From an optimization exercise on the open Yosys and OpenROAD flow, aimed at small area; shortcuts taken in it are not production practice.
At most, simulation tests tie the RTL to the original design; equivalence was not proved.
For runs 1 and 3, only the layout was checked, not whether the RTL still works.
The flow treats the clock pin as an ideal source, which a real chip does not have.
No activity file was given, so power comes from the tool's default toggle rates.

===== design/flow/config.mk =====
export PLATFORM = sky130hd
export DESIGN_NAME = multifunction_watch_top
export DESIGN_NICKNAME = multifunction_watch_top
export VERILOG_FILES = /design/flow/design.v
export SDC_FILE = /design/flow/constraint.sdc
export NUM_CORES = 4
export LEC_CHECK = 0
export CAP_MARGIN = 20
export CORE_MARGIN = 2
export CORE_UTILIZATION = 40
export CTS_BUF_LIST = sky130_fd_sc_hd__clkbuf_8
export SLEW_MARGIN = 20

===== design/flow/constraint.sdc =====
create_clock -name core_clock -period 10.0 [get_ports {clk}]
set_input_delay 2.0000 -clock core_clock [delete_from_list [all_inputs] [get_ports {clk}]]
set_output_delay 2.0000 -clock core_clock [all_outputs]
set_load 0.01 [all_outputs]

===== design/flow/design.v =====
`timescale 1ns / 1ps
module multifunction_watch_top(
    input clk, reset_p,
    input [3:0] button,
    input [15:0] slide,
    output [7:0] seg,
    output [3:0] com,
    output [15:0] led,
    output buz);
    localparam [10:0] SEC_LAST = 11'd1999;   
    localparam [4:0] CSEC_LAST = 5'd19;      
    reg [3:0] bc;
    wire bc8 = bc[3];
    wire bc1 = (bc == 4'd1);
    always @(posedge clk, posedge reset_p) begin
        if (reset_p) bc <= 0;
        else if (bc8) bc <= 0;
        else bc <= bc + 1'b1;
    end
    reg [3:0] bd, br;    
    always @(posedge clk, posedge reset_p) begin
        if (reset_p) begin
            bd <= 0;
            br <= 0;
        end
        else if (bc8) begin
            br <= button & ~bd;
            bd <= button;
        end
    end
    wire [3:0] pe = br & {4{bc1}};
    reg [2:0] mode;     
    always @(posedge clk, posedge reset_p) begin
        if (reset_p) mode <= 3'b001;
        else if (pe[3]) mode <= {mode[1], mode[0], mode[2]};
    end
    wire m_w = mode[0], m_c = mode[1], m_s = mode[2];
    wire [2:0] wb = pe[2:0] & {3{m_w}};
    wire [2:0] cb = pe[2:0] & {3{m_c}};
    wire [2:0] sb = pe[2:0] & {3{m_s}};
    reg set_watch;
    reg [10:0] wcnt;                 
    reg [3:0] ws1, wm1;              
    reg [2:0] ws10, wm10;            
    wire wtick = (wcnt & SEC_LAST) == SEC_LAST;    
    wire ws59 = ws10[2] & ws10[0] & ws1[3] & ws1[0];
    wire wm59 = wm10[2] & wm10[0] & wm1[3] & wm1[0];
    wire ws_inc = set_watch ? wb[1] : wtick;
    wire wm_inc = set_watch ? wb[2] : (wtick & ws59);
    always @(posedge clk, posedge reset_p) begin
        if (reset_p) begin
            set_watch <= 0;
            wcnt <= 0;
            ws1 <= 0; ws10 <= 0; wm1 <= 0; wm10 <= 0;
        end
        else begin
            if (wb[0]) set_watch <= ~set_watch;
            if (!set_watch) wcnt <= wtick ? 11'd0 : wcnt + 1'b1;
            if (ws_inc) begin
                if (ws1[3] & ws1[0]) begin
                    ws1 <= 0;
                    ws10 <= ws59 ? 3'd0 : ws10 + 1'b1;
                end
                else ws1 <= ws1 + 1'b1;
            end
            if (wm_inc) begin
                if (wm1[3] & wm1[0]) begin
                    wm1 <= 0;
                    wm10 <= wm59 ? 3'd0 : wm10 + 1'b1;
                end
                else wm1 <= wm1 + 1'b1;
            end
        end
    end
    reg dcnt, alarm;
    reg [10:0] ccnt;
    reg [1:0] cs100;
    reg [3:0] cs10, cs1, cm1;
    reg [2:0] cm10;
    reg [1:0] ss100;                 
    reg [3:0] ss10, ss1, sm1;        
    reg [2:0] sm10;
    wire ctick = (ccnt & SEC_LAST) == SEC_LAST;
    wire cs_zero = (cs100 == 0) & (cs10 == 0) & (cs1 == 0);
    wire cm_zero = (cm10 == 0) & (cm1 == 0);
    wire c_zero = cs_zero & cm_zero;
    wire c_clr = slide[0] | cb[1] | cb[2];
    wire c_start = cb[0] & ~c_zero;
    wire cs_ge59 = (cs100 != 0) | (cs10 > 5) | ((cs10 == 5) & cs1[3] & cs1[0]);
    wire cm59 = cm10[2] & cm10[0] & cm1[3] & cm1[0];
    always @(posedge clk) begin
        if (c_start) begin
            ss100 <= cs100; ss10 <= cs10; ss1 <= cs1;
            sm10 <= cm10; sm1 <= cm1;
        end
    end
    always @(posedge clk, posedge reset_p) begin
        if (reset_p) begin
            dcnt <= 0;
            alarm <= 0;
        end
        else begin
            if (c_zero & dcnt) dcnt <= 0;
            else if (c_start) dcnt <= ~dcnt;
            if (c_clr) alarm <= 0;
            else if (c_zero & dcnt) alarm <= 1;
        end
    end
    always @(posedge clk, posedge reset_p) begin
        if (reset_p) begin
            ccnt <= 0;
            cs100 <= 0; cs10 <= 0; cs1 <= 0;
            cm10 <= 0; cm1 <= 0;
        end
        else if (dcnt) begin
            if (ctick) begin
                ccnt <= 0;
                if (cs_zero) begin
                    cs100 <= cm_zero ? 2'd2 : 2'd0;
                    cs10 <= 4'd5;
                    cs1 <= cm_zero ? 4'd5 : 4'd9;
                    if (!cm_zero) begin
                        if (cm1 == 0) begin
                            cm1 <= 4'd9;
                            cm10 <= cm10 - 1'b1;
                        end
                        else cm1 <= cm1 - 1'b1;
                    end
                end
                else begin
                    if (cs1 == 0) begin
                        cs1 <= 4'd9;
                        if (cs10 == 0) begin
                            cs10 <= 4'd9;
                            cs100 <= cs100 - 1'b1;
                        end
                        else cs10 <= cs10 - 1'b1;
                    end
                    else cs1 <= cs1 - 1'b1;
                end
            end
            else ccnt <= ccnt + 1'b1;
        end
        else if (alarm & c_clr) begin
            cs100 <= ss100; cs10 <= ss10; cs1 <= ss1;
            cm10 <= sm10; cm1 <= sm1;
        end
        else begin
            if (cb[1]) begin
                if (cs_ge59) begin
                    cs100 <= 0; cs10 <= 0; cs1 <= 0;
                end
                else if (cs1[3] & cs1[0]) begin
                    cs1 <= 0;
                    cs10 <= cs10 + 1'b1;
                end
                else cs1 <= cs1 + 1'b1;
            end
            if (cb[2]) begin
                if (cm1[3] & cm1[0]) begin
                    cm1 <= 0;
                    cm10 <= cm59 ? 3'd0 : cm10 + 1'b1;
                end
                else cm1 <= cm1 + 1'b1;
            end
        end
    end
    reg start_stop, lap;
    reg [4:0] scnt;                  
    reg [3:0] s1, c10, c1;
    reg [2:0] s10;
    reg [3:0] ls1, lc10, lc1;        
    reg [2:0] ls10;                  
    wire stick = (scnt & CSEC_LAST) == CSEC_LAST;
    wire c99 = c10[3] & c10[0] & c1[3] & c1[0];
    wire s59 = s10[2] & s10[0] & s1[3] & s1[0];
    always @(posedge clk, posedge reset_p) begin
        if (reset_p) start_stop <= 0;
        else if (sb[0]) start_stop <= ~start_stop;
        else if (sb[2]) start_stop <= 0;
    end
    always @(posedge clk, posedge reset_p) begin
        if (reset_p) begin
            scnt <= 0;
            s1 <= 0; s10 <= 0; c10 <= 0; c1 <= 0;
        end
        else if (sb[2]) begin
            scnt <= 0;
            s1 <= 0; s10 <= 0; c10 <= 0; c1 <= 0;
        end
        else if (start_stop) begin
            if (stick) begin
                scnt <= 0;
                if (c1[3] & c1[0]) begin
                    c1 <= 0;
                    if (c99) begin
                        c10 <= 0;
                        if (s1[3] & s1[0]) begin
                            s1 <= 0;
                            s10 <= s59 ? 3'd0 : s10 + 1'b1;
                        end
                        else s1 <= s1 + 1'b1;
                    end
                    else c10 <= c10 + 1'b1;
                end
                else c1 <= c1 + 1'b1;
            end
            else scnt <= scnt + 1'b1;
        end
    end
    always @(posedge clk, posedge reset_p) begin
        if (reset_p) lap <= 0;
        else if (sb[2]) lap <= 0;
        else if (sb[1] & start_stop) lap <= ~lap;
    end
    always @(posedge clk) begin
        if (sb[1] & start_stop) begin
            ls1 <= s1; ls10 <= s10; lc10 <= c10; lc1 <= c1;
        end
    end
    reg [6:0] fc;
    wire [6:0] fc_n = fc + 1'b1;
    always @(posedge clk, posedge reset_p) begin
        if (reset_p) fc <= 7'd14;
        else fc <= fc_n;
    end
    assign com = ~(4'b0001 << fc[6:5]);
    reg [3:0] sw_dig;
    wire lp = lap;
    always @(posedge clk) begin
        case (fc_n[6:5])
            2'd0: sw_dig <= lp ? lc1 : c1;
            2'd1: sw_dig <= lp ? lc10 : c10;
            2'd2: sw_dig <= lp ? ls1 : s1;
            default: sw_dig <= lp ? {1'b0, ls10} : {1'b0, s10};
        endcase
    end
    reg [3:0] dig_n;
    always @(*) begin
        case (fc[6:5])
            2'd0: dig_n = m_c ? cs1 : ws1;
            2'd1: dig_n = m_c ? cs10 : {1'b0, ws10};
            2'd2: dig_n = m_c ? cm1 : wm1;
            default: dig_n = m_c ? {1'b0, cm10} : {1'b0, wm10};
        endcase
        if (m_s) dig_n = sw_dig;
    end
    reg [3:0] digit;
    always @(posedge clk, posedge reset_p) begin
        if (reset_p) digit <= 0;
        else digit <= dig_n;
    end
    wire A = digit[3], B = digit[2], C = digit[1], D = digit[0];
    wire [6:0] lit;
    assign lit[0] = A | C | (B & D) | (~B & ~D);
    assign lit[1] = ~B | (~C & ~D) | (C & D);
    assign lit[2] = B | ~C | D;
    assign lit[3] = A | (~B & ~D) | (C & ~B) | (B & ~C & D) | (C & ~D);
    assign lit[4] = (~B & ~D) | (C & ~D);
    assign lit[5] = A | (~C & ~D) | (B & ~C) | (B & ~D);
    assign lit[6] = A | (~B & C) | (B & ~C) | (C & ~D);
    wire [6:0] seg7 = ~lit;
    assign seg = {1'b1, seg7};
    assign led = {alarm, 7'd0, mode, 3'd0, lap, start_stop};
    assign buz = alarm;
endmodule

===== design/flow/run.sh =====
#!/bin/bash
# synth_recipe.tcl (not shown) runs the flow's synth.tcl, then flattens the netlist and writes it again
# the make line also repeats each setting of config.mk as NAME=value (left out here)
make -C /OpenROAD-flow-scripts/flow DESIGN_CONFIG=/design/flow/config.mk WORK_HOME=/design/flow/orfs CLKGATE_MAP_FILE= SYNTH_SCRIPT=/design/flow/synth_recipe.tcl finish

==> flow_metrics.tcl, run 1 <==
set metrics [dict create \
    total_power_mw 1.064 \
    async_reset_ff_share_pct 74.29 \
    crit_arrival_ns 2.07 \
    met1_length_mm 7.612 \
    cp-end-kind "output port" \
    postLayoutCellArea_mm2 0.008280 \
    cts_buffers 17 \
    tightest_slew_ns 1.075 \
    skew_ns 0.01135 \
    cpPeakStageDelay_ns 0.54 \
    start_kind "flop" \
    cts_max_level 4 \
    hpwl_mm 11.49 \
    ios 51 \
    wl_per_cell_um 16.62 \
    diodes 0 \
    first_iter_violations 329 \
    rsz0062_at_grt "false" \
    antenna_found_initial 0 \
    cts_max_path_buffers 2 \
    remaining_drc_errors 0 \
    met3_length_um 590 \
    ys_seq_area_share_pct 48.28 \
    ys_seq_elements 140 \
    synth_top_area_share_pct 33.11 \
    vias 5486 \
    syn_area_mm2 0.007557 \
    clock_latency_ns 0.46 \
    cp_cell_sequence "nand2b_1, or2_2, a21oi_1, clkdlybuf4s50_1" \
    worstRegToRegCells 5 \
    tns_ns 0 \
    hold_depth 2 \
    dieHeight_um 141.5 \
    maxSlewViolCount 0 \
    grt_max_degree 73 \
    cp_top_family "buffers and inverters" \
    grt_pass1_wl_mm 27.61 \
    yosys.cell_types.count 78 \
    grt_use_total_pct 17.33 \
    vdd_drop_max_mv 0.07727 \
    synth.area.top_cells "dfrtp_1 (33%), edfxtp_1 (13%), ha_1 (4.1%), nand2_1 (3.5%), o21ai_0 (2.7%)" \
    post_cts_buffers 0 \
    hold_class "reg -> reg" \
    portBuffers 24 \
    postSynthAreaPerCell_um2 10.34 \
    fin_util_pct 44.42 \
    nFillCells 1747 \
    root_buffer "clkbuf_8" \
    finalWorstSetupSlack_ns 5.934 \
    ant_nets 0 \
    fmax_ghz 0.2459 \
    synth-warning-count 1 \
    nNetsFinal 783 \
    drive_gt1_share_pct 9.613 \
    overflow 0 \
    post-place-ws_ns 6.082 \
    top_layer "met4" \
    dieWidth_um 141.5 \
    area_delta_synth_final_pct 9.570 \
    synth-edff-count 32 \
    met2WireLength_mm 7.955 \
    clkTransAtPathRegs_ns 0.08 \
    finalHoldViolations 0 \
    dr.pass1.iters 5 \
    cp_num_buf_inv 1 \
    power_density_mw_per_mm2 128.5 \
    cap_violations 0 \
    postPlaceCellArea_mm2 0.007884 \
    fin_crit_sh_pct 40.66 \
    die-area_mm2 0.02001 \
    crit_slowest_cell "clkdlybuf4s50_1" \
    p_leak_nw 3.308 \
    finalSetupViolations 0 \
    fin_crit_ns 4.066 \
    grt_pass1_vias 5461 \
    ctsResizeCount 0 \
    synth_common_cells "dfrtp_1 (100), nand2_1 (71), nor2_1 (45), o21ai_0 (41), a21oi_1 (36)" \
    gp_congestion 0.8291 \
    start_util_pct 40.54 \
    fin_cells 983 \
    relSlewSlack_pct 28.17 \
    wirelength_mm 16.34 \
    tritoncts "yes" \
    cp_data_required_time_ns 8.00 \
    cts.sinks 140 \
    synth_cells 731 \
    path_depth 4 \
    holdBufCountCts 0 \
    whs_ns 0.4466 \
    core_area_mm2 0.01864 \
    status "no timing/DRC/antenna violations" \
    path_max_fanout 6 \
    synth_top_area_cell "dfrtp_1" \
    via_per_inst 5.581 \
    worstSetupPathType "reg -> out" \
    synth_most_common_cell "dfrtp_1" \
    rows 50 \
    synth_flop_cell "dfrtp_1" \
    place_inst 951 \
]
## power breakdown
part	total [mW]	switching, mW	internal, mW
sequential	0.584	0.00136	0.583
combinational	0.0166	0.0127	0.00389
clock	0.463	0.238	0.225
## worst paths after layout
kind | startpoint | to | slack, ns
min in group asynchronous | reset_p | wcnt[7] | 1.89
hold / removal | sw_dig[0] | digit[0] | 0.45
setup / recovery | digit[1] | seg[3] | 5.93
max in group asynchronous | reset_p | cs100[0] | 6.85
hold reg to reg | sw_dig[0] | digit[0] | 0.45
setup reg to reg | mode[1] | cm10[1] | 7.05
## cells by family after synthesis
logic type,share of synthesized area [%]
multiplexers,7.219
flip-flops,48.28
adder cells (fa/ha/maj),4.139
buffers and inverters,5.033
AO/OA/AOI/OAI,15.12
AND/OR/NAND/NOR,16.99
other,0.09937
XOR/XNOR,3.129
## layout make-up
type                    instances  area (um2)  share of cell area, %
repair buffers                 26       255.2                  3.083
clock buffers                  17       234.0                  2.826
inverters                      32       122.6                  1.481
multi-input cells             519        3565                  43.05
flip-flops and latches        140        3649                  44.06
well taps                     234       292.8                  3.536
clock inverters                15       162.7                  1.964
## tightest hold or removal path: cells and delay by family (launching register included)
kind | cells | cell delay, ns
AO/OA/AOI/OAI | 1 | 0.06
flip-flops | 1 | 0.31
AND/OR/NAND/NOR | 1 | 0.04
## layout by cell type (no fill, tap or decap), types with 4 or more instances in the layout
cell	Yosys	final
nor2_1	45	44
o211ai_1	6	6
inv_1	32	32
a41oi_1	4	4
nand3b_1	9	9
o31ai_1	10	10
and2_1	6	6
dfrtp_1	100	100
nor3_1	15	15
conb_1	2	11
a21boi_0	5	5
nand2_1	71	71
mux4_2	4	4
xnor2_1	16	16
a31oi_1	8	8
xor2_1	11	11
o21ai_0	41	41
nand2b_1	16	16
o2bb2ai_1	4	4
o32ai_1	4	4
mux4_1	4	4
a21oi_1	36	36
and3_1	10	10
clkdlybuf4s50_1	0	24
mux2_2	15	15
ha_1	25	25
a21o_1	6	6
clkbuf_8	0	17
nand3_1	25	25
nor2b_1	9	9
and4_1	5	5
edfxtp_1	32	32
dfxtp_1	4	4
dfstp_2	4	4
mux2i_1	17	17
nand4_1	10	10
## state kept, by name, summed over array words and instances (netlist names), 5 cells and up
name and cells:
ccnt 11, wcnt 11, fc 7, scnt 5
## layer usage
metal  track usage, %  vias up
li1                 -     2654
met1            22.97     2704
met2            28.95      115
met3            3.409       13
met4            5.211        0
met5                0        -
==> run 2, diff against run 1 <==
--- a/design/flow/design.v
+++ b/design/flow/design.v
@@ -9,4 +9,2 @@
     output buz);
-    localparam [10:0] SEC_LAST = 11'd1999;   
-    localparam [4:0] CSEC_LAST = 5'd19;      
     reg [3:0] bc;
@@ -44,3 +42,3 @@
     reg [2:0] ws10, wm10;            
-    wire wtick = (wcnt & SEC_LAST) == SEC_LAST;    
+    wire wtick = &{wcnt[10:6], wcnt[3:0]};
     wire ws59 = ws10[2] & ws10[0] & ws1[3] & ws1[0];
@@ -82,3 +80,3 @@
     reg [2:0] sm10;
-    wire ctick = (ccnt & SEC_LAST) == SEC_LAST;
+    wire ctick = &{ccnt[10:6], ccnt[3:0]};
     wire cs_zero = (cs100 == 0) & (cs10 == 0) & (cs1 == 0);
@@ -173,3 +171,3 @@
     reg [2:0] ls10;                  
-    wire stick = (scnt & CSEC_LAST) == CSEC_LAST;
+    wire stick = scnt[4] & scnt[1] & scnt[0];
     wire c99 = c10[3] & c10[0] & c1[3] & c1[0];
--- a/design/flow/config.mk
+++ b/design/flow/config.mk
@@ -10,3 +10,2 @@
 export CORE_UTILIZATION = 40
-export CTS_BUF_LIST = sky130_fd_sc_hd__clkbuf_8
 export SLEW_MARGIN = 20
==> flow_metrics.tcl, run 2 <==
set metrics [dict create \
    ant_nets 0 \
    post_cts_buffers 0 \
    drive_gt1_share_pct 11.03 \
    fin_crit_ns 4.058 \
    vias 5224 \
    diodes 0 \
    ctsResizeCount 0 \
    clkPwrFrac_pct 50.3 \
    grt_use_total_pct 16.29 \
    cts_max_level 4 \
    crit_arrival_ns 2.06 \
    synth_cells 696 \
    maxSlewViolCount 0 \
    status "no timing/DRC/antenna violations" \
    wirelength_mm 15.22 \
    cp-end-kind "output port" \
    skew_ns 0.01059 \
    vdd_drop_max_mv 0.1163 \
    overflow 0 \
    switching_share_pct 22.68 \
    yosys.cell_types.count 77 \
    die-area_mm2 0.01979 \
    clkTransAtPathRegs_ns 0.06 \
    async_reset_ff_share_pct 74.29 \
    postSynthAreaPerCell_um2 10.73 \
    dieWidth_um 140.7 \
    relSlewSlack_pct 31.76 \
    top_regs "ccnt: 11 flops, wcnt: 11 flops, fc: 7 flops" \
    finalSetupViolations 0 \
    crit_start "digit[1]" \
    hold_class "reg -> reg" \
    portBuffers 24 \
    remaining_drc_errors 0 \
    ys_seq_area_share_pct 48.84 \
    wl_per_cell_um 15.96 \
    start_kind "flop" \
    r2r_slack_ns 7.32 \
    area_delta_synth_final_pct 12.39 \
    cts_buffers 17 \
    start_util_pct 41.17 \
    first_iter_violations 305 \
    p_leak_nw 3.424 \
    fmax_ghz 0.2464 \
    power_density_mw_per_mm2 143.8 \
    reg2reg_from "cs1[0]" \
    tightest_slew_ns 1.023 \
    worstRegToRegCells 7 \
    path_max_fanout 6 \
    core_area_mm2 0.01815 \
    whs_ns 0.4385 \
    syn_area_mm2 0.007471 \
    synth_most_common_cell "dfrtp_1" \
    fin_util_pct 46.27 \
    antenna_found_initial 0 \
    via_per_inst 5.476 \
    fin_crit_sh_pct 40.58 \
    rsz0062_at_grt "false" \
    seq_power_share_pct 48.4 \
    synth_common_cells "dfrtp_1 (100), nand2_1 (73), nor2_1 (54), inv_1 (33), o21ai_0 (33)" \
    gp_congestion 0.8399 \
    tns_ns 0 \
    cap_violations 0 \
    dr.pass1.iters 5 \
    hpwl_mm 10.77 \
    ys_seq_elements 140 \
    p_int_uw 933.8 \
    rows 49 \
    synth_flop_cell "dfrtp_1" \
    dieHeight_um 140.7 \
    synth_top_area_cell "dfrtp_1" \
    grt_pass1_vias 5141 \
    final_cell_mix "dfrtp_1 (100), nand2_1 (73), nor2_1 (53)" \
    cts.sinks 140 \
    finalHoldViolations 0 \
    grt_max_degree 69 \
    grt_pass1_wl_mm 25.88 \
    cts_max_path_buffers 2 \
    switchingPower_uw 273.9 \
    p_comb_share_pct 1.3 \
    cp_data_required_time_ns 8.00 \
    ios 51 \
    root_buffer "clkbuf_16" \
    synth_top_area_share_pct 33.50 \
    clock_latency_ns 0.42 \
    final_common_cell "dfrtp_1" \
    tritoncts "yes" \
    holdBufCountCts 0 \
    cp-endpoint "seg[3]" \
    synth.area.top_cells "dfrtp_1 (33%), edfxtp_1 (13%), ha_1 (4.2%), nand2_1 (3.7%), nor2_1 (2.7%)" \
    synth-edff-count 32 \
    worstSetupPathType "reg -> out" \
    nFillCells 1653 \
    rr_endpoint "cm1[0]" \
    synth-warning-count 1 \
    nNetsFinal 759 \
]
-- run 2: cell count changes after synthesis, sizes merged, moves of 6 or more --
cell	previous run	this run
clkbuf	27	15
nor2	45	54
o21ai	42	35
a21oi	36	30
nor3	15	9
-- run 2: final cells by class --
cell class	instances	area, um2	area share, %
clock buffers	18	429.2	5.111
clock inverters	14	133.9	1.594
inverters	35	133.9	1.594
multi-input cells	489	3487	41.53
flip-flops and latches	140	3649	43.45
well taps	229	286.5	3.412
repair buffers	29	277.8	3.308
-- run 2: worst max-delay path, cell delays in order, from the launching register on --
cell,delay (ns)
dfrtp_1,0.43
nand2b_1,0.21
or2_2,0.29
a21oi_1,0.16
clkdlybuf4s50_1,0.55
-- run 2: metal layers --
layer | vias up | global-route usage (%) | routed length, um
li1 | 2528 | - | -
met1 | 2567 | 22.09 | 7311
met2 | 111 | 25.47 | 6988
met3 | 18 | 3.736 | 657
met4 | 0 | 6.474 | 267
met5 | - | 0 | 0
-- run 2: cell families after synthesis --
logic type / after synthesis / synth area share, %
AO/OA/AOI/OAI: 137 / 13.16
flip-flops: 140 / 48.84
AND/OR/NAND/NOR: 241 / 16.55
other: 2 / 0.1005
buffers and inverters: 76 / 4.974
multiplexers: 42 / 8.323
XOR/XNOR: 33 / 3.869
adder cells (fa/ha/maj): 25 / 4.187
-- run 2: how the worst min path moves through the flow --
stage / endpoint / from / slack [ns] / cells after the start
final: digit[0] / sw_dig[0] / 0.44 / 2
after global routing: digit[2] / sw_dig[2] / 0.46 / 2
after CTS: digit[0] / sw_dig[0] / 0.44 / 2
after detailed placement: digit[1] / sw_dig[1] / 0.43 / 2
after global placement: digit[0] / sw_dig[0] / 0.43 / 2
after floorplan: digit[0] / sw_dig[0] / 0.41 / 2
-- run 2: power by group through the flow --
stage	Sequential (mW)	Clock, mW	Combinational (mW)
floorplan	0.595	0	0.0130
finish	0.585	0.608	0.0152
global route	0.584	0.645	0.0180
global placement	0.596	0	0.0157
CTS	0.585	0.618	0.0160
detailed placement	0.596	0	0.0159
-- run 2: per-stage QoR --
step / area, um2 / setup WS, ns / cells / power [mW]
4_1_cts: 8397 / 5.913 / 954 / 1.219
3_3_place_gp: 7834 / 6.005 / 922 / 0.6112
2_1_floorplan: 7505 / 5.274 / 705 / 0.6084
3_5_place_dp: 7834 / 6.042 / 922 / 0.6116
6_report: 8397 / 5.942 / 954 / 1.208
5_1_grt: 8397 / 5.824 / 954 / 1.247
==> run 3, diff against run 2 <==
--- a/design/flow/design.v
+++ b/design/flow/design.v
@@ -9,2 +9,4 @@
     output buz);
+    localparam [10:0] SEC_LAST = 11'd1999;   
+    localparam [4:0] CSEC_LAST = 5'd19;      
     reg [3:0] bc;
@@ -42,3 +44,3 @@
     reg [2:0] ws10, wm10;            
-    wire wtick = &{wcnt[10:6], wcnt[3:0]};
+    wire wtick = (wcnt & SEC_LAST) == SEC_LAST;    
     wire ws59 = ws10[2] & ws10[0] & ws1[3] & ws1[0];
@@ -80,3 +82,3 @@
     reg [2:0] sm10;
-    wire ctick = &{ccnt[10:6], ccnt[3:0]};
+    wire ctick = (ccnt & SEC_LAST) == SEC_LAST;
     wire cs_zero = (cs100 == 0) & (cs10 == 0) & (cs1 == 0);
@@ -171,3 +173,3 @@
     reg [2:0] ls10;                  
-    wire stick = scnt[4] & scnt[1] & scnt[0];
+    wire stick = (scnt & CSEC_LAST) == CSEC_LAST;
     wire c99 = c10[3] & c10[0] & c1[3] & c1[0];
==> design/flow/flow/run.sh (new file) <==
#!/bin/bash
# Standard ORFS layout, with an area-oriented ABC mapping in synthesis, small
# port buffers and a clock tree without dummy loads.
set -euo pipefail
here=$(pwd)
rm -rf "$here/scripts_area"
cp -r "$FLOW_HOME/scripts" "$here/scripts_area"
cp "$here/flow/abc_area.script" "$here/scripts_area/abc_speed.script"
bash standard.sh "SCRIPTS_DIR=$here/scripts_area" \
  "BUFFER_PORTS_ARGS=-buffer_cell sky130_fd_sc_hd__buf_1" \
  "CTS_ARGS=-sink_clustering_enable -repair_clock_nets -buf_list sky130_fd_sc_hd__clkbuf_8 -dont_use_dummy_load" \
  finish > "$here/make_finish.log" 2>&1
==> design/flow/flow/abc_area.script (new file) <==
strash
&get -n
&deepsyn -T 30
&dch
&nf -R 1000 -p -a
&put
==> design/flow/standard.sh (new file) <==
#!/bin/bash
# synth_recipe.tcl (not shown) runs the flow's synth.tcl, then flattens the netlist and writes it again
# the make line also repeats each setting of config.mk as NAME=value (left out here)
make -C /OpenROAD-flow-scripts/flow DESIGN_CONFIG=/design/flow/config.mk WORK_HOME=/design/flow/orfs CLKGATE_MAP_FILE= SYNTH_SCRIPT=/design/flow/synth_recipe.tcl "${@:-finish}"
removed: design/flow/run.sh
==> flow_metrics.tcl, run 3 <==
set metrics [dict create \
    status "no timing/DRC/antenna violations" \
    synth-warning-count 1 \
    fin_crit_sh_pct 39.47 \
    skew_ns 0.02970 \
    ys_seq_elements 140 \
    cp_cell_sequence "buf_1, nand3b_1, and2_0, or2_0, nor3_1, nand2_1, nand2_1, a21oi_1, mux2i_1, nand2_1" \
    r2r_slack_ns 6.67 \
    crit_slowest_cell "nor3_1" \
    grt_use_total_pct 16.08 \
    nFillCells 1589 \
    synth_cells 635 \
    wirelength_mm 13.24 \
    dr.pass1.iters 5 \
    switching_share_pct 20.38 \
    grt_pass1_vias 4668 \
    start_kind "primary input" \
    clkPwrFrac_pct 35.3 \
    ant_nets 0 \
    holdBufCountCts 0 \
    overflow 0 \
    finalWorstSetupSlack_ns 6.053 \
    wl_per_cell_um 14.84 \
    met1_length_mm 6.120 \
    ctsResizeCount 0 \
    cp_data_required_time_ns 10.31 \
    hpwl_mm 9.425 \
    yosys.area_share.simple_pct 16.77 \
    worstRegToRegCells 14 \
    p_int_uw 734.5 \
    dieWidth_um 132.6 \
    path_max_fanout 9 \
    tritoncts "yes" \
    synth.area.mux_share_pct 2.082 \
    synth_flop_cell "dfrtp_1" \
    postPlaceCellArea_mm2 0.006915 \
    post-place-ws_ns 5.611 \
    met2WireLength_mm 6.406 \
    p_comb_share_pct 1.4 \
    syn_area_mm2 0.006611 \
    power_density_mw_per_mm2 129.0 \
    finalHoldViolations 0 \
    hold_class "reg -> reg" \
    rr_endpoint "cs10[2]" \
    synthAdderAreaFrac_pct 4.731 \
    fin_crit_ns 3.947 \
    tightest_slew_ns 0.9300 \
    whs_ns 0.4469 \
    fmax_ghz 0.2534 \
    cts_max_level 4 \
    cp_num_buf_inv 1 \
    synth.area.top_cells "dfrtp_1 (38%), edfxtp_1 (15%), ha_1 (4.7%), a21oi_1 (4.2%), nor2_1 (3.6%)" \
    ios 51 \
    cp-endpoint "cs10[2]" \
    cp-end-kind "flop" \
    post_cts_buffers 0 \
    maxSlewViolCount 0 \
    postLayoutCellArea_mm2 0.007149 \
    final_common_cell "dfrtp_1" \
    antenna_found_initial 0 \
    switchingPower_uw 188.0 \
    synth_top_area_share_pct 37.85 \
    portBuffers 24 \
    top_regs "ccnt: 11 flops, wcnt: 11 flops, fc: 7 flops" \
    rsz0062_at_grt "false" \
    postSynthAreaPerCell_um2 10.41 \
    yosys.cell_types.count 51 \
    total_power_uw 922.5 \
    clock_latency_ns 0.45 \
    async_reset_ff_share_pct 74.29 \
    root_buffer "clkbuf_8" \
    area_delta_synth_final_pct 8.138 \
    finalSetupViolations 0 \
    start_util_pct 40.44 \
    gp_congestion 0.8401 \
    p_leak_nw 3.029 \
    dieHeight_um 132.6 \
    first_iter_violations 289 \
    cap_violations 0 \
    crit_start "slide[0]" \
    via_per_inst 5.343 \
    relSlewSlack_pct 37.53 \
    path_depth 10 \
    cp_top_family "simple AND/OR/NAND/NOR gates" \
    met3_length_um 549 \
    cpPeakStageDelay_ns 0.80 \
    final_cell_mix "dfrtp_1 (100), nor2_1 (63), nand2_1 (59)" \
    synth_xor_area_share_pct 3.047 \
    grt_pass1_wl_mm 22.67 \
    clkTransAtPathRegs_ns 0.07 \
    synth-edff-count 32 \
    hold_depth 1 \
    tns_ns 0 \
    vias 4766 \
    die-area_mm2 0.01757 \
    cts_max_path_buffers 2 \
    synth_most_common_cell "dfrtp_1" \
    reg2reg_from "bc[1]" \
    cpMostUsedCell "nand2_1" \
    crit_arrival_ns 4.26 \
    diodes 0 \
    worstSetupPathType "in -> reg" \
    synth_top_family_by_area "simple AND/OR/NAND/NOR gates" \
    ys_seq_area_share_pct 55.19 \
    core_area_mm2 0.01635 \
    remaining_drc_errors 0 \
    synth_common_cells "dfrtp_1 (100), nor2_1 (63), nand2_1 (59), a21oi_1 (56), clkinv_1 (34)" \
    rows 47 \
    synth_compound_area_share_pct 14.21 \
    seq_power_share_pct 63.3 \
    synth_top_area_cell "dfrtp_1" \
    grt_max_degree 75 \
    cts_buffers 17 \
    drive_gt1_share_pct 3.869 \
    vdd_drop_max_mv 0.08698 \
    top_layer "met4" \
    cts.sinks 140 \
    nNetsFinal 721 \
]
==> run 3: cell families (layout without fill, tap and decap cells) <==
| group | Yosys count | count (layout) |
|---|---|---|
| AND/OR/NAND/NOR | 231 | 231 |
| AO/OA/AOI/OAI | 150 | 150 |
| flip-flops | 140 | 140 |
| buffers and inverters | 51 | 79 |
| adder cells (fa/ha/maj) | 25 | 25 |
| XOR/XNOR | 23 | 23 |
| multiplexers | 13 | 13 |
| other | 2 | 11 |
==> run 3: final cells by class <==
cell class | instances | area [um2] | area share, %
multi-input cells | 453 | 2741 | 38.34
well taps | 220 | 275.3 | 3.850
flip-flops and latches | 140 | 3649 | 51.03
inverters | 34 | 130.1 | 1.820
repair buffers | 28 | 120.1 | 1.680
clock buffers | 17 | 234.0 | 3.273
==> run 3: power by group through the flow <==
| stage | logic, mW | registers [mW] | clock network, mW |
|---|---|---|---|
| final | 0.0128 | 0.584 | 0.325 |
| after global routing | 0.0157 | 0.584 | 0.367 |
| after CTS | 0.0137 | 0.584 | 0.336 |
| after detailed placement | 0.0137 | 0.595 | 0 |
| after global placement | 0.0134 | 0.595 | 0 |
| after floorplan | 0.0126 | 0.595 | 0 |
==> run 3: worst reg2reg max path, stage by stage (launching register included) <==
cell	delay (ns)
dfrtp_1	0.35
clkinv_1	0.08
ha_1	0.18
nand2b_1	0.14
nor2_1	0.13
nand2_1	0.18
nand3b_1	0.11
and2_0	0.19
or2_0	0.30
nor3_1	0.80
nand2_1	0.15
nand2_1	0.25
a21oi_1	0.10
mux2i_1	0.18
nand2_1	0.07
==> run 3: worst min-delay path by stage <==
stage | from | slack, ns | to
floorplan | sw_dig[3] | 0.41 | digit[3]
global placement | sw_dig[3] | 0.44 | digit[3]
detailed placement | ss10[2] | 0.45 | cs10[2]
CTS | bd[3] | 0.45 | br[3]
global route | bd[3] | 0.47 | br[3]
finish | bd[3] | 0.45 | br[3]
==> run 3: layer usage <==
metal  GRT usage (%)  vias up
li1                -     2335
met5               0        -
met2           26.42       98
met4           4.540        0
met1           20.77     2320
met3           4.713       13
==> run 3: stage by stage <==
step | util [%] | std cells
floorplan | - | 644
finish | 43.73 | 892
global placement | 42.30 | 875
global route | 43.73 | 892
detailed placement | 42.30 | 875
CTS | 43.73 | 892
==> run 4, diff against run 3 <==
--- a/design/flow/design.v
+++ b/design/flow/design.v
@@ -9,4 +9,4 @@
     output buz);
-    localparam [10:0] SEC_LAST = 11'd1999;   
-    localparam [4:0] CSEC_LAST = 5'd19;      
+    localparam [10:0] SEC_LAST = 11'b10111010011;
+    localparam [4:0] CSEC_LAST = 5'b11101;
     reg [3:0] bc;
@@ -31,8 +31,8 @@
     wire [3:0] pe = br & {4{bc1}};
-    reg [2:0] mode;     
-    always @(posedge clk, posedge reset_p) begin
-        if (reset_p) mode <= 3'b001;
-        else if (pe[3]) mode <= {mode[1], mode[0], mode[2]};
-    end
-    wire m_w = mode[0], m_c = mode[1], m_s = mode[2];
+    reg [1:0] mode;     
+    always @(posedge clk, posedge reset_p) begin
+        if (reset_p) mode <= 2'd0;
+        else if (pe[3]) mode <= {mode[0], ~(mode[0] | mode[1])};
+    end
+    wire m_c = mode[0], m_s = mode[1], m_w = ~(mode[0] | mode[1]);
     wire [2:0] wb = pe[2:0] & {3{m_w}};
@@ -44,3 +44,4 @@
     reg [2:0] ws10, wm10;            
-    wire wtick = (wcnt & SEC_LAST) == SEC_LAST;    
+    wire wtick = wcnt == SEC_LAST;
+    wire [10:0] wcnt_n = {wcnt[9:0], ~(wcnt[10] ^ wcnt[8])};
     wire ws59 = ws10[2] & ws10[0] & ws1[3] & ws1[0];
@@ -57,3 +58,3 @@
             if (wb[0]) set_watch <= ~set_watch;
-            if (!set_watch) wcnt <= wtick ? 11'd0 : wcnt + 1'b1;
+            if (!set_watch) wcnt <= wtick ? 11'd0 : wcnt_n;
             if (ws_inc) begin
@@ -82,3 +83,4 @@
     reg [2:0] sm10;
-    wire ctick = (ccnt & SEC_LAST) == SEC_LAST;
+    wire ctick = ccnt == SEC_LAST;
+    wire [10:0] ccnt_n = {ccnt[9:0], ~(ccnt[10] ^ ccnt[8])};
     wire cs_zero = (cs100 == 0) & (cs10 == 0) & (cs1 == 0);
@@ -141,3 +143,3 @@
             end
-            else ccnt <= ccnt + 1'b1;
+            else ccnt <= ccnt_n;
         end
@@ -171,5 +173,6 @@
     reg [2:0] s10;
-    reg [3:0] ls1, lc10, lc1;        
-    reg [2:0] ls10;                  
-    wire stick = (scnt & CSEC_LAST) == CSEC_LAST;
+    reg [3:0] ls1, lc10, lc1;
+    reg [2:0] ls10;
+    wire stick = scnt == CSEC_LAST;
+    wire [4:0] scnt_n = {scnt[3:0], ~(scnt[4] ^ scnt[2])};
     wire c99 = c10[3] & c10[0] & c1[3] & c1[0];
@@ -207,3 +210,3 @@
             end
-            else scnt <= scnt + 1'b1;
+            else scnt <= scnt_n;
         end
@@ -216,3 +219,3 @@
     always @(posedge clk) begin
-        if (sb[1] & start_stop) begin
+        if (!lap) begin
             ls1 <= s1; ls10 <= s10; lc10 <= c10; lc1 <= c1;
@@ -221,18 +224,7 @@
     reg [6:0] fc;
-    wire [6:0] fc_n = fc + 1'b1;
     always @(posedge clk, posedge reset_p) begin
         if (reset_p) fc <= 7'd14;
-        else fc <= fc_n;
+        else fc <= fc + 1'b1;
     end
     assign com = ~(4'b0001 << fc[6:5]);
-    reg [3:0] sw_dig;
-    wire lp = lap;
-    always @(posedge clk) begin
-        case (fc_n[6:5])
-            2'd0: sw_dig <= lp ? lc1 : c1;
-            2'd1: sw_dig <= lp ? lc10 : c10;
-            2'd2: sw_dig <= lp ? ls1 : s1;
-            default: sw_dig <= lp ? {1'b0, ls10} : {1'b0, s10};
-        endcase
-    end
     reg [3:0] dig_n;
@@ -240,8 +232,7 @@
         case (fc[6:5])
-            2'd0: dig_n = m_c ? cs1 : ws1;
-            2'd1: dig_n = m_c ? cs10 : {1'b0, ws10};
-            2'd2: dig_n = m_c ? cm1 : wm1;
-            default: dig_n = m_c ? {1'b0, cm10} : {1'b0, wm10};
+            2'd0: dig_n = m_c ? cs1 : m_s ? lc1 : ws1;
+            2'd1: dig_n = m_c ? cs10 : m_s ? lc10 : {1'b0, ws10};
+            2'd2: dig_n = m_c ? cm1 : m_s ? ls1 : wm1;
+            default: dig_n = {1'b0, m_c ? cm10 : m_s ? ls10 : wm10};
         endcase
-        if (m_s) dig_n = sw_dig;
     end
@@ -263,3 +254,3 @@
     assign seg = {1'b1, seg7};
-    assign led = {alarm, 7'd0, mode, 3'd0, lap, start_stop};
+    assign led = {alarm, 7'd0, m_s, m_c, m_w, 3'd0, lap, start_stop};
     assign buz = alarm;
==> flow_metrics.tcl, run 4 <==
set metrics [dict create \
    status "no timing/DRC/antenna violations" \
    async_reset_ff_share_pct 76.30 \
    area_delta_synth_final_pct 8.064 \
    synth_most_common_cell "dfrtp_1" \
    synth_flop_cell "dfrtp_1" \
    vias 4376 \
    finalHoldViolations 0 \
    switching_share_pct 32.84 \
    cap_violations 0 \
    crit_slowest_cell "nor2_1" \
    synth_top_area_share_pct 40.12 \
    synth-warning-count 1 \
    die-area_mm2 0.01661 \
    place_inst 784 \
    synth_compound_area_share_pct 14.28 \
    synth.area.mux_share_pct 2.608 \
    cts.sinks 135 \
    hp-start "bd[1]" \
    ctsResizeCount 0 \
    top_regs "ccnt: 11 flops, wcnt: 11 flops, fc: 7 flops" \
    cpPeakStageDelay_ns 0.65 \
    wl_per_cell_um 15.58 \
    p_comb_share_pct 22.4 \
    fin_util_pct 44.34 \
    relSlewSlack_pct 42.65 \
    cp_data_required_time_ns 8.00 \
    remaining_drc_errors 0 \
    start_kind "flop" \
    postSynthAreaPerCell_um2 10.83 \
    crit_start "fc[5]" \
    via_per_inst 5.463 \
    post_cts_buffers 0 \
    core_area_mm2 0.01520 \
    grt_pass1_wl_mm 20.96 \
    hold_depth 1 \
    ys_seq_area_share_pct 56.79 \
    ant_nets 0 \
    portBuffers 24 \
    tns_ns 0 \
    clkTransAtPathRegs_ns 0.07 \
    synth_xor_area_share_pct 2.808 \
    holdBufCountCts 0 \
    fin_crit_ns 4.069 \
    fin_cells 801 \
    hpwl_mm 8.753 \
    cp_cell_sequence "nor2_1, clkinv_1, buf_1" \
    postLayoutCellArea_mm2 0.006740 \
    fmax_ghz 0.2458 \
    synth_top_area_cell "dfrtp_1" \
    switchingPower_uw 466.2 \
    wirelength_mm 12.48 \
    reg2reg_from "bc[1]" \
    power_density_mw_per_mm2 210.6 \
    start_util_pct 41.03 \
    p_leak_nw 2.801 \
    grt_max_degree 62 \
    synth_cells 576 \
    dr.pass1.iters 5 \
    dieHeight_um 128.9 \
    ios 51 \
    worst_hold_path.endpoint "br[1]" \
    synth-edff-count 32 \
    cts_buffers 17 \
    final_cell_mix "dfrtp_1 (100), nand2_1 (64), nor2_1 (53)" \
    syn_area_mm2 0.006237 \
    total_power_mw 1.420 \
    synth.area.top_cells "dfrtp_1 (40%), edfxtp_1 (15%), ha_1 (4.6%), nand2_1 (3.9%), nor2_1 (3.2%)" \
    dieWidth_um 128.9 \
    synth_top_family_by_area "simple AND/OR/NAND/NOR gates" \
    yosys.area_share.simple_pct 14.74 \
    final_common_cell "dfrtp_1" \
    worstRegToRegCells 13 \
    seq_power_share_pct 55.1 \
    fin_crit_sh_pct 40.69 \
    diodes 0 \
    gp_congestion 0.7986 \
    clkPwrFrac_pct 22.6 \
    first_iter_violations 254 \
    hold_class "reg -> reg" \
    nNetsFinal 660 \
    worstSetupPathType "reg -> out" \
    synthAdderAreaFrac_pct 4.614 \
    r2r_slack_ns 6.15 \
    overflow 0 \
    crit_arrival_ns 2.07 \
    p_int_uw 953.5 \
    grt_pass1_vias 4233 \
    cts_max_path_buffers 2 \
    maxSlewViolCount 0 \
    postPlaceCellArea_mm2 0.006506 \
    rows 45 \
    skew_ns 0.02281 \
    tightest_slew_ns 0.8603 \
    cp-end-kind "output port" \
    root_buffer "clkbuf_8" \
    cts_max_level 4 \
    vdd_drop_max_mv 0.1092 \
    clock_latency_ns 0.44 \
    yosys.cell_types.count 49 \
    finalSetupViolations 0 \
    synth_common_cells "dfrtp_1 (100), nand2_1 (64), nor2_1 (53), o21ai_0 (35), clkinv_1 (33)" \
    grt_use_total_pct 16.19 \
    tritoncts "yes" \
    path_max_fanout 11 \
    antenna_found_initial 0 \
    drive_gt1_share_pct 4.241 \
    rsz0062_at_grt "false" \
    ys_seq_elements 135 \
    rr_endpoint "s10[2]" \
]
[run 4: cell families (layout without fill, tap and decap cells)]
logic type / count (synthesis) / after routing
AOI/OAI and AO/OA: 135 / 135
buffers and inverters: 50 / 78
adders and majority gates: 23 / 23
xor gates and xnor gates: 20 / 20
muxes: 15 / 15
DFF: 135 / 135
other: 2 / 11
and+or+nand+nor: 196 / 196
[run 4: metal layers]
metal / vias to the layer above / share of wire (%) / GRT usage (%) / wire length, um
li1: 2131 / - / - / -
met1: 2142 / 47 / 21.23 / 5830
met2: 87 / 47 / 25.89 / 5887
met3: 16 / 4.4 / 4.449 / 549
met4: 0 / 1.7 / 5.882 / 212
met5: - / 0 / 0 / 0
[run 4: how the worst max path moves through the flow]
| stage | to | cells after the start |
|---|---|---|
| floorplan | alarm | 1 |
| global placement | cm10[2] | 9 |
| detailed placement | cm10[2] | 9 |
| CTS | com[0] | 3 |
| global route | com[0] | 3 |
| finish | com[0] | 3 |
[run 4: critical path, delay by kind of cell, from the launching register on]
| family | cells | cell delay, ns |
|---|---|---|
| buffers and inverters | 2 | 0.56 |
| DFF | 1 | 0.42 |
| and+or+nand+nor | 1 | 0.65 |
[run 4: power groups by stage]
stage	Sequential (mW)	Clock, mW	Combinational (mW)
6_report	0.782	0.320	0.318
2_1_floorplan	0.751	0	0.260
3_5_place_dp	0.791	0	0.317
3_3_place_gp	0.787	0	0.306
5_1_grt	0.801	0.354	0.369
4_1_cts	0.783	0.333	0.321
[run 4: through the flow]
step           setup WS, ns  hold slack, ns
2_1_floorplan         6.248          0.4390
3_3_place_gp          5.727          0.4526
3_5_place_dp          5.734          0.4531
4_1_cts               5.902          0.4598
5_1_grt               5.797          0.4927
6_report              5.931          0.4552
[run 4: final cells by class]
| cell class | count | area, um2 |
|---|---|---|
| sequential | 135 | 3542 |
| timing repair buffer | 28 | 120.1 |
| clock buffer | 17 | 234.0 |
| multi-input combinational | 400 | 2482 |
| tap | 188 | 235.2 |
| fill | 1469 | 8462 |
| inverter | 33 | 126.4 |
==> run 5, diff against run 4 <==
==> design/flow/flow/run.sh (replaced) <==
#!/bin/bash
# Standard ORFS layout with three changes, all in a private copy of the ORFS
# scripts: synthesis maps adders through ABC with an area-oriented ABC script,
# ports get the smallest buffer, and the clock tree is built from small
# clock buffers without dummy loads, then leaf buffers are upsized only where
# the clock slew needs it; constant outputs share one tie cell.
set -euo pipefail
here=$(pwd)
rm -rf "$here/scripts_area"
cp -r "$FLOW_HOME/scripts" "$here/scripts_area"
cp "$here/flow/abc_area.script" "$here/scripts_area/abc_speed.script"
cp "$here/flow/upsize_clk.tcl" "$here/scripts_area/upsize_clk.tcl"
sed -i 's|^log_cmd clock_tree_synthesis {\*}\$cts_args$|&\nsource $::env(SCRIPTS_DIR)/upsize_clk.tcl\nupsize_clock_buffers 0.10|' "$here/scripts_area/cts.tcl"
grep -q upsize_clock_buffers "$here/scripts_area/cts.tcl"
bash standard.sh "SCRIPTS_DIR=$here/scripts_area" "ADDER_MAP_FILE=" "SKIP_REPAIR_TIE_FANOUT=1" \
  "BUFFER_PORTS_ARGS=-buffer_cell sky130_fd_sc_hd__buf_1" \
  "CTS_ARGS=-sink_clustering_enable -repair_clock_nets -buf_list sky130_fd_sc_hd__clkbuf_2 -dont_use_dummy_load" \
  finish > "$here/make_finish.log" 2>&1
==> design/flow/flow/abc_area.script (replaced) <==
strash
&get -n
&deepsyn -T 30
&dch -f
&nf -R 1000 -p -a
&st
&dch -f
&nf -R 1000 -p -a
&put
==> design/flow/flow/upsize_clk.tcl (new file) <==
# Upsize clock buffers whose output slew is over a limit (placement estimate).
proc upsize_clock_buffers { limit } {
  set order {sky130_fd_sc_hd__clkbuf_1 sky130_fd_sc_hd__clkbuf_2 sky130_fd_sc_hd__clkbuf_4 sky130_fd_sc_hd__clkbuf_8 sky130_fd_sc_hd__clkbuf_16}
  for {set pass 0} {$pass < 6} {incr pass} {
    estimate_parasitics -placement
    set changed 0
    foreach inst [get_cells *] {
      set m [get_property $inst ref_name]
      set i [lsearch $order $m]
      if {$i < 0 || $i >= [llength $order] - 1} { continue }
      set worst 0
      foreach p [get_pins -of_objects [get_nets -of_objects [get_pins -of_objects $inst -filter "direction == output"]]] {
        set s [get_property $p slew_max]
        if {$s > $worst} { set worst $s }
      }
      if {$worst > $limit} {
        replace_cell $inst [lindex $order [expr {$i + 1}]]
        incr changed
      }
    }
    puts "upsize_clock_buffers: pass $pass upsized $changed"
    if {$changed == 0} { break }
  }
}
==> flow_metrics.tcl, run 5 <==
set metrics [dict create \
    status "no timing/DRC/antenna violations" \
    grt_use_total_pct 16.18 \
    rows 44 \
    start_kind "primary input" \
    first_iter_violations 383 \
    relSlewSlack_pct 32.81 \
    via_per_inst 5.522 \
    cpMostUsedCell "a21oi_1" \
    tightest_slew_ns 1.007 \
    cpPeakStageDelay_ns 0.65 \
    synth_common_cells "dfrtp_1 (100), nand2_1 (69), nor2_1 (53), a21oi_1 (49), edfxtp_1 (32)" \
    drive_gt1_share_pct 4.795 \
    worstSetupPathType "in -> reg" \
    antenna_found_initial 0 \
    diodes 0 \
    cp-end-kind "flop" \
    p_leak_nw 2.630 \
    seq_area_mm2 0.003542 \
    die-area_mm2 0.01577 \
    gp_congestion 0.8137 \
    final_cell_mix "dfrtp_1 (100), nand2_1 (69), nor2_1 (52)" \
    tns_ns 0 \
    synth_cells 555 \
    cap_violations 0 \
    dr.pass1.iters 6 \
    synth.area.top_cells "dfrtp_1 (42%), edfxtp_1 (16%), nand2_1 (4.4%), a21oi_1 (4.1%), nor2_1 (3.4%)" \
    synth-warning-count 1 \
    holdBufCountCts 0 \
    hpwl_mm 8.229 \
    ys_seq_area_share_pct 59.90 \
    dieWidth_um 125.6 \
    finalHoldViolations 0 \
    start_util_pct 40.84 \
    hold_class "reg -> reg" \
    ant_nets 0 \
    fmax_ghz 0.2062 \
    top_regs "ccnt: 11 flops, wcnt: 11 flops, fc: 7 flops" \
    synth_top_area_cell "dfrtp_1" \
    core_area_mm2 0.01448 \
    crit_slowest_cell "nor4b_1" \
    power_density_mw_per_mm2 218.3 \
    fin_crit_sh_pct 48.49 \
    overflow 0 \
    ios 51 \
    syn_area_mm2 0.005913 \
    multi_input_area_mm2 0.002155 \
    place_inst 751 \
    vias 4241 \
    async_reset_ff_share_pct 76.30 \
    cp_data_required_time_ns 10.31 \
    tritoncts "yes" \
    nFillCells 1390 \
    maxSlewViolCount 0 \
    cts.sinks 135 \
    fin_crit_ns 4.849 \
    grt_max_degree 82 \
    rsz0062_at_grt "false" \
    remaining_drc_errors 0 \
    crit_arrival_ns 5.16 \
    wl_per_cell_um 15.93 \
    vdd_drop_max_mv 0.1033 \
    cp_cell_sequence "buf_1, a21oi_1, nand2_1, and2_0, or2_0, a21oi_1, nor4b_1, o21ai_0, a211o_1, a211oi_1, a21oi_1, a21oi_1, a21o_1" \
    portBuffers 24 \
    ctsResizeCount 0 \
    fin_cells 768 \
    synth-edff-count 32 \
    dieHeight_um 125.6 \
    post_cts_buffers 0 \
    fin_util_pct 43.86 \
    grt_pass1_vias 4119 \
    synth_top_area_share_pct 42.32 \
    clock_latency_ns 0.37 \
    ys_seq_elements 135 \
    area_delta_synth_final_pct 7.385 \
    final_common_cell "dfrtp_1" \
    clkTransAtPathRegs_ns 0.08 \
    yosys.cell_types.count 49 \
    finalSetupViolations 0 \
    path_max_fanout 6 \
    synth_most_common_cell "dfrtp_1" \
    synth_flop_cell "dfrtp_1" \
    wirelength_mm 12.23 \
    cts_buffers 17 \
    nNetsFinal 608 \
    skew_ns 0.02173 \
    postSynthAreaPerCell_um2 10.65 \
    grt_pass1_wl_mm 20.39 \
]
-- run 5: cell count changes after synthesis, sizes merged, moves of 5 or more --
cell	change
nor2b	-5
a21oi	+19
ha	-23
xor2	-6
nand2	+5
nand2b	-5
xnor2	+7
and3	+6
mux2i	-5
clkinv	-8
-- run 5: routing by layer --
| metal | up-vias | wire length [um] | global-route usage [%] | share of wire [%] |
|---|---|---|---|---|
| li1 | 2036 | - | - | - |
| met1 | 2098 | 5634 | 21.27 | 46 |
| met2 | 89 | 5874 | 25.79 | 48 |
| met3 | 18 | 553 | 4.579 | 4.5 |
| met4 | 0 | 170 | 5.686 | 1.4 |
| met5 | - | 0 | 0 | 0 |
-- run 5: cell type report --
| type | instances | share of cell area, % |
|---|---|---|
| clock buffer | 17 | 3.074 |
| multi-input combinational | 378 | 33.93 |
| tap | 184 | 3.626 |
| inverter | 25 | 1.517 |
| sequential | 135 | 55.78 |
| timing repair buffer | 29 | 2.069 |
-- run 5: where the power goes --
group	switching, mW	total [mW]	leakage [nW]	internal (mW)
clock network	0.171	0.298	0.107	0.127
registers	0.121	0.779	1.65	0.658
logic	0.173	0.310	0.877	0.137
total	0.464	1.39	2.63	0.922
-- run 5: path summary, 6_finish.rpt --
kind,startpoint,endpoint,slack [ns],depth (start not counted)
hold reg to reg,sm10[2],cm10[2],0.44,1
setup / recovery,slide[0],cm10[2],5.15,13
hold / removal,sm10[2],cm10[2],0.44,1
max in group asynchronous,reset_p,lap,7.40,3
setup reg to reg,bc[3],cm10[2],5.38,15
min in group asynchronous,reset_p,ccnt[5],1.58,2
-- run 5: critical path: cells and delay by family --
family	cells	cell delay [ns]
AOI/OAI and AO/OA	8	1.71
buffers and inverters	1	0.09
and+or+nand+nor	4	1.38
-- run 5: kinds of logic after synthesis --
group                     synth area share [%]
buffers and inverters                    3.745
DFF                                      59.90
AOI/OAI and AO/OA                        15.05
other                                   0.1270
and+or+nand+nor                          16.17
muxes                                    1.904
xor gates and xnor gates                 3.110
-- run 5: stage by stage --
step                area, um2  worst slack [ns]  hold WS (ns)  power (mW)
CTS                      6344             5.236        0.4333       1.397
finish                   6350             5.151        0.4387       1.386
global route             6350             4.798        0.4603       1.476
floorplan                5913             5.593        0.4256       1.000
detailed placement       6148             4.853        0.4373       1.099
global placement         6148             4.943        0.4322       1.081
==> run 6, diff against run 5 <==
--- a/design/flow/flow/run.sh
+++ b/design/flow/flow/run.sh
@@ -12,3 +12,3 @@
 cp "$here/flow/upsize_clk.tcl" "$here/scripts_area/upsize_clk.tcl"
-sed -i 's|^log_cmd clock_tree_synthesis {\*}\$cts_args$|&\nsource $::env(SCRIPTS_DIR)/upsize_clk.tcl\nupsize_clock_buffers 0.10|' "$here/scripts_area/cts.tcl"
+sed -i 's|^log_cmd clock_tree_synthesis {\*}\$cts_args$|&\nsource $::env(SCRIPTS_DIR)/upsize_clk.tcl\nupsize_clock_buffers 0.12|' "$here/scripts_area/cts.tcl"
 grep -q upsize_clock_buffers "$here/scripts_area/cts.tcl"
==> flow_metrics.tcl, run 6 <==
set metrics [dict create \
    status "no timing/DRC/antenna violations" \
    cpMostUsedCell "a21oi_1" \
    fin_cells 768 \
    power_density_mw_per_mm2 214.1 \
    synthAdderAreaFrac_pct 0 \
    wirelength_mm 12.25 \
    synth_compound_area_share_pct 15.04 \
    crit_slowest_cell "nor4b_1" \
    postLayoutCellArea_mm2 0.006302 \
    p_int_uw 888.1 \
    async_reset_ff_share_pct 76.30 \
    core_area_mm2 0.01448 \
    dieWidth_um 125.6 \
    tritoncts "yes" \
    nNetsFinal 608 \
    grt_pass1_wl_mm 20.43 \
    synth_most_common_cell "dfrtp_1" \
    drive_gt1_share_pct 4.795 \
    synth.area.top_cells "dfrtp_1 (42%), edfxtp_1 (16%), nand2_1 (4.4%), a21oi_1 (4.1%), nor2_1 (3.4%)" \
    antenna_found_initial 0 \
    dieHeight_um 125.6 \
    post-place-ws_ns 4.853 \
    diodes 0 \
    holdBufCountCts 0 \
    final_common_cell "dfrtp_1" \
    place_inst 751 \
    fmax_ghz 0.2056 \
    skew_ns 0.03613 \
    area_delta_synth_final_pct 6.581 \
    synth_xor_area_share_pct 3.110 \
    vias 4250 \
    fin_crit_sh_pct 48.63 \
    crit_arrival_ns 5.17 \
    tns_ns 0 \
    cts_buffers 17 \
    syn_area_mm2 0.005913 \
    dr.pass1.iters 6 \
    synth_flop_cell "dfrtp_1" \
    hpwl_mm 8.229 \
    fin_crit_ns 4.863 \
    yosys.cell_types.count 49 \
    ant_nets 0 \
    ctsResizeCount 0 \
    p_comb_share_pct 23.0 \
    post_cts_buffers 0 \
    yosys.area_share.simple_pct 16.17 \
    gp_congestion 0.8137 \
    remaining_drc_errors 0 \
    path_max_fanout 6 \
    synth-edff-count 32 \
    overflow 0 \
    synth_top_family_by_area "simple AND/OR/NAND/NOR gates" \
    postPlaceCellArea_mm2 0.006148 \
    synth_top_area_share_pct 42.32 \
    clkPwrFrac_pct 19.4 \
    vdd_drop_max_mv 0.1031 \
    cpPeakStageDelay_ns 0.65 \
    synth_common_cells "dfrtp_1 (100), nand2_1 (69), nor2_1 (53), a21oi_1 (49), edfxtp_1 (32)" \
    finalWorstSetupSlack_ns 5.137 \
    hold_class "reg -> reg" \
    finalSetupViolations 0 \
    maxSlewViolCount 0 \
    cp_data_required_time_ns 10.30 \
    synth_cells 555 \
    ios 51 \
    final_cell_mix "dfrtp_1 (100), nand2_1 (69), nor2_1 (52)" \
    rows 44 \
    postSynthAreaPerCell_um2 10.65 \
    ys_seq_area_share_pct 59.90 \
    tightest_slew_ns 1.007 \
    total_power_mw 1.349 \
    grt_pass1_vias 4139 \
    top_regs "ccnt: 11 flops, wcnt: 11 flops, fc: 7 flops" \
    clkTransAtPathRegs_ns 0.11 \
    start_util_pct 40.84 \
    synth-warning-count 1 \
    p_leak_nw 2.613 \
    ys_seq_elements 135 \
    grt_use_total_pct 16.18 \
    switching_share_pct 34.19 \
    finalHoldViolations 0 \
    worstSetupPathType "in -> reg" \
    die-area_mm2 0.01577 \
    cts.sinks 135 \
    wl_per_cell_um 15.95 \
    clock_latency_ns 0.38 \
    synth.area.mux_share_pct 1.904 \
    grt_max_degree 82 \
    via_per_inst 5.534 \
    first_iter_violations 365 \
    relSlewSlack_pct 32.82 \
    cp_num_buf_inv 1 \
    cp_top_family "compound AO/OA/AOI/OAI gates" \
    cap_violations 0 \
    cp-end-kind "flop" \
    start_kind "primary input" \
    seq_power_share_pct 57.7 \
    switchingPower_uw 461.3 \
    rsz0062_at_grt "false" \
    synth_top_area_cell "dfrtp_1" \
    cp_cell_sequence "buf_1, a21oi_1, nand2_1, and2_0, or2_0, a21oi_1, nor4b_1, o21ai_0, a211o_1, a211oi_1, a21oi_1, a21oi_1, a21o_1" \
    portBuffers 24 \
]
run 6: path summary, 6_finish.rpt:
path / startpoint / end / slack (ns) / depth (start not counted)
setup reg to reg: bc[3] / cm10[2] / 5.33 / 15
setup / recovery: slide[0] / cm10[2] / 5.14 / 13
min in group asynchronous: reset_p / ccnt[10] / 1.57 / 2
hold / removal: bd[3] / br[3] / 0.45 / 1
hold reg to reg: bd[3] / br[3] / 0.45 / 1
max in group asynchronous: reset_p / s10[0] / 7.40 / 3
run 6: metal layers:
metal / wire length, um / track usage, % / vias up / share of wire (%)
met1: 5635 / 21.37 / 2102 / 46
met4: 146 / 6.144 / 0 / 1.2
met3: 586 / 4.065 / 16 / 4.8
li1: - / - / 2038 / -
met2: 5883 / 25.85 / 94 / 48
met5: 0 / 0 / - / 0
run 6: power groups by stage:
stage / clock network [mW] / registers, mW / logic [mW]
2_1_floorplan: 0 / 0.754 / 0.246
3_3_place_gp: 0 / 0.782 / 0.300
3_5_place_dp: 0 / 0.788 / 0.311
4_1_cts: 0.270 / 0.778 / 0.312
5_1_grt: 0.291 / 0.796 / 0.353
6_report: 0.261 / 0.778 / 0.310
run 6: worst register-to-register path, delay by kind of cell (launching register included):
kind	cells	cell delay [ns]
flip-flops	1	0.55
AND/OR/NAND/NOR	7	2.18
buffers and inverters	1	0.21
AO/OA/AOI/OAI	7	1.67
run 6: cells by family (layout without fill, tap and decap cells):
group / Yosys count / after routing
muxes: 10 / 10
and+or+nand+nor: 205 / 205
buffers and inverters: 42 / 71
xor gates and xnor gates: 21 / 21
AOI/OAI and AO/OA: 140 / 140
other: 2 / 2
DFF: 135 / 135
run 6: final cells by class:
| type | instances | area [um2] |
|---|---|---|
| Multi-Input combinational cell | 378 | 2155 |
| Clock buffer | 17 | 147.6 |
| Sequential cell | 135 | 3542 |
| Timing Repair Buffer | 29 | 131.4 |
| Tap cell | 184 | 230.2 |
| Inverter | 25 | 96.34 |
| Fill cell | 1398 | 8177 |
run 6: per-stage QoR:
step                hold WS (ns)  utilization (%)
finish                    0.4492            43.53
detailed placement        0.4373            42.46
CTS                       0.4537            43.48
global route              0.4818            43.53
global placement          0.4322            42.46
floorplan                 0.4256                -
==> run 7, diff against run 6 <==
--- a/design/flow/flow/run.sh
+++ b/design/flow/flow/run.sh
@@ -5,3 +5,3 @@
 # clock buffers without dummy loads, then leaf buffers are upsized only where
-# the clock slew needs it; constant outputs share one tie cell.
+# the clock slew needs it.
 set -euo pipefail
@@ -12,5 +12,5 @@
 cp "$here/flow/upsize_clk.tcl" "$here/scripts_area/upsize_clk.tcl"
-sed -i 's|^log_cmd clock_tree_synthesis {\*}\$cts_args$|&\nsource $::env(SCRIPTS_DIR)/upsize_clk.tcl\nupsize_clock_buffers 0.12|' "$here/scripts_area/cts.tcl"
+sed -i 's|^log_cmd clock_tree_synthesis {\*}\$cts_args$|&\nsource $::env(SCRIPTS_DIR)/upsize_clk.tcl\nupsize_clock_buffers 0.10|' "$here/scripts_area/cts.tcl"
 grep -q upsize_clock_buffers "$here/scripts_area/cts.tcl"
-bash standard.sh "SCRIPTS_DIR=$here/scripts_area" "ADDER_MAP_FILE=" "SKIP_REPAIR_TIE_FANOUT=1" \
+bash standard.sh "SCRIPTS_DIR=$here/scripts_area" "ADDER_MAP_FILE=" \
   "BUFFER_PORTS_ARGS=-buffer_cell sky130_fd_sc_hd__buf_1" \
==> flow_metrics.tcl, run 7 <==
set metrics [dict create \
    crit_arrival_ns 4.55 \
    wl_per_cell_um 15.77 \
    cp_data_required_time_ns 10.27 \
    nNetsFinal 617 \
    maxSlewViolCount 0 \
    synth.area.top_cells "dfrtp_1 (42%), edfxtp_1 (16%), nand2_1 (4.7%), a21oi_1 (4.1%), o21ai_0 (3.0%)" \
    finalSetupViolations 0 \
    yosys.cell_types.count 49 \
    dieHeight_um 125.5 \
    synth_top_area_share_pct 42.41 \
    place_inst 760 \
    post-place-ws_ns 5.503 \
    tritoncts "yes" \
    grt_pass1_wl_mm 20.47 \
    start_util_pct 40.75 \
    nFillCells 1374 \
    final_common_cell "dfrtp_1" \
    area_delta_synth_final_pct 7.761 \
    skew_ns 0.02986 \
    gp_congestion 0.8219 \
    grt_use_total_pct 16.39 \
    wirelength_mm 12.25 \
    syn_area_mm2 0.005901 \
    ant_nets 0 \
    synth_cells 554 \
    tightest_slew_ns 0.9851 \
    hpwl_mm 8.376 \
    cap_violations 0 \
    hold_class "reg -> reg" \
    synth_top_area_cell "dfrtp_1" \
    relSlewSlack_pct 34.08 \
    overflow 0 \
    top_regs "ccnt: 11 flops, wcnt: 11 flops, fc: 7 flops" \
    rows 44 \
    grt_pass1_vias 4085 \
    finalWorstSetupSlack_ns 5.718 \
    via_per_inst 5.440 \
    vias 4227 \
    async_reset_ff_share_pct 76.30 \
    drive_gt1_share_pct 4.890 \
    fmax_ghz 0.2335 \
    ios 51 \
    synth-edff-count 32 \
    worstSetupPathType "in -> reg" \
    fin_crit_ns 4.282 \
    ys_seq_elements 135 \
    postPlaceCellArea_mm2 0.006182 \
    seq_power_share_pct 60.2 \
    clkTransAtPathRegs_ns 0.07 \
    die-area_mm2 0.01574 \
    ys_seq_area_share_pct 60.03 \
    seq_area_mm2 0.003542 \
    first_iter_violations 344 \
    synth_flop_cell "dfrtp_1" \
    remaining_drc_errors 0 \
    switchingPower_uw 355.6 \
    clock_latency_ns 0.37 \
    diodes 0 \
    grt_max_degree 74 \
    switching_share_pct 29.95 \
    finalHoldViolations 0 \
    status "no timing/DRC/antenna violations" \
    vdd_drop_max_mv 0.1067 \
    rsz0062_at_grt "false" \
    fin_util_pct 43.92 \
    holdBufCountCts 0 \
    antenna_found_initial 0 \
    ctsResizeCount 0 \
    core_area_mm2 0.01448 \
    postSynthAreaPerCell_um2 10.65 \
    whs_ns 0.4584 \
    p_leak_nw 2.653 \
    cts.sinks 135 \
    path_max_fanout 20 \
    post_cts_buffers 0 \
    postLayoutCellArea_mm2 0.006359 \
    dr.pass1.iters 5 \
    total_power_mw 1.187 \
    cp-end-kind "flop" \
    power_density_mw_per_mm2 186.7 \
    synth_common_cells "dfrtp_1 (100), nand2_1 (74), a21oi_1 (48), nor2_1 (40), o21ai_0 (35)" \
    cts_buffers 17 \
    p_int_uw 831.5 \
    synth_most_common_cell "dfrtp_1" \
    fin_cells 777 \
    tns_ns 0 \
    portBuffers 24 \
    clkPwrFrac_pct 23.5 \
    fin_crit_sh_pct 42.82 \
    p_comb_share_pct 16.2 \
    final_cell_mix "dfrtp_1 (100), nand2_1 (74), a21oi_1 (48)" \
    synth-warning-count 1 \
    multi_input_area_mm2 0.002167 \
    dieWidth_um 125.5 \
    start_kind "primary input" \
]
[run 7: changes by cell type after synthesis, moves of 3 or more]
cell / previous run / this run
nor2b_1: 5 / 10
o21a_1: 2 / 5
o21ai_0: 31 / 35
nand2_1: 69 / 74
o22ai_1: 5 / 9
nor3_1: 18 / 23
a31oi_1: 7 / 4
nand2b_1: 3 / 8
nor2_1: 53 / 40
clkinv_1: 25 / 28
nand3_1: 14 / 7
[run 7: path summary, 6_finish.rpt]
check,from,end,slack [ns],cells past startpoint
max in group asynchronous,reset_p,s10[2],7.10,3
hold reg to reg,bd[0],br[0],0.46,1
hold / removal,bd[0],br[0],0.46,1
min in group asynchronous,reset_p,cm10[2],1.63,2
setup / recovery,slide[0],cs10[1],5.72,12
setup reg to reg,bc[3],cs10[1],6.32,14
[run 7: cell type report]
class	count	area share [%]
Clock buffer	17	2.774
Inverter	28	1.692
Multi-Input combinational cell	383	34.08
Sequential cell	135	55.71
Tap cell	184	3.621
Timing Repair Buffer	30	2.125
[run 7: power groups by stage]
stage | Sequential [mW] | Combinational, mW | Clock [mW]
after floorplan | 0.702 | 0.152 | 0
after global placement | 0.720 | 0.186 | 0
after detailed placement | 0.724 | 0.195 | 0
after CTS | 0.714 | 0.195 | 0.288
after global routing | 0.726 | 0.220 | 0.312
final | 0.715 | 0.193 | 0.279
[run 7: kinds of logic (layout without fill, tap and decap cells)]
| family | after synthesis | after routing | share of synthesized area (%) |
|---|---|---|---|
| flip-flops | 135 | 135 | 60.03 |
| AO/OA/AOI/OAI | 142 | 142 | 15.08 |
| XOR/XNOR | 19 | 19 | 2.820 |
| multiplexers | 9 | 9 | 1.718 |
| AND/OR/NAND/NOR | 202 | 202 | 16.29 |
| other | 2 | 11 | 0.1273 |
| buffers and inverters | 45 | 75 | 3.944 |
[run 7: layer usage]
| metal | track usage, % | wire (um) |
|---|---|---|
| met1 | 22.01 | 5714 |
| met2 | 25.47 | 5744 |
| met3 | 5.263 | 629 |
| met4 | 5.098 | 165 |
| met5 | 0 | 0 |
[run 7: critical path, stage by stage]
cell	delay, ns
buf_1	0.10
a21oi_1	0.24
nor3_2	0.06
buf_4	0.22
nor2_1	0.20
nor4b_1	0.49
o21ai_0	0.28
a21o_1	0.27
o21a_1	0.21
a21oi_1	0.23
o22ai_1	0.11
a21oi_1	0.14

Setup slack of run 7, layout unchanged: 5.718 ns with ideal ports, 5.735 ns with driving cells assumed (clock clkbuf_16, inputs buf_2), 5.340 ns with port delays also shifted by the 0.395 ns mid clock arrival.
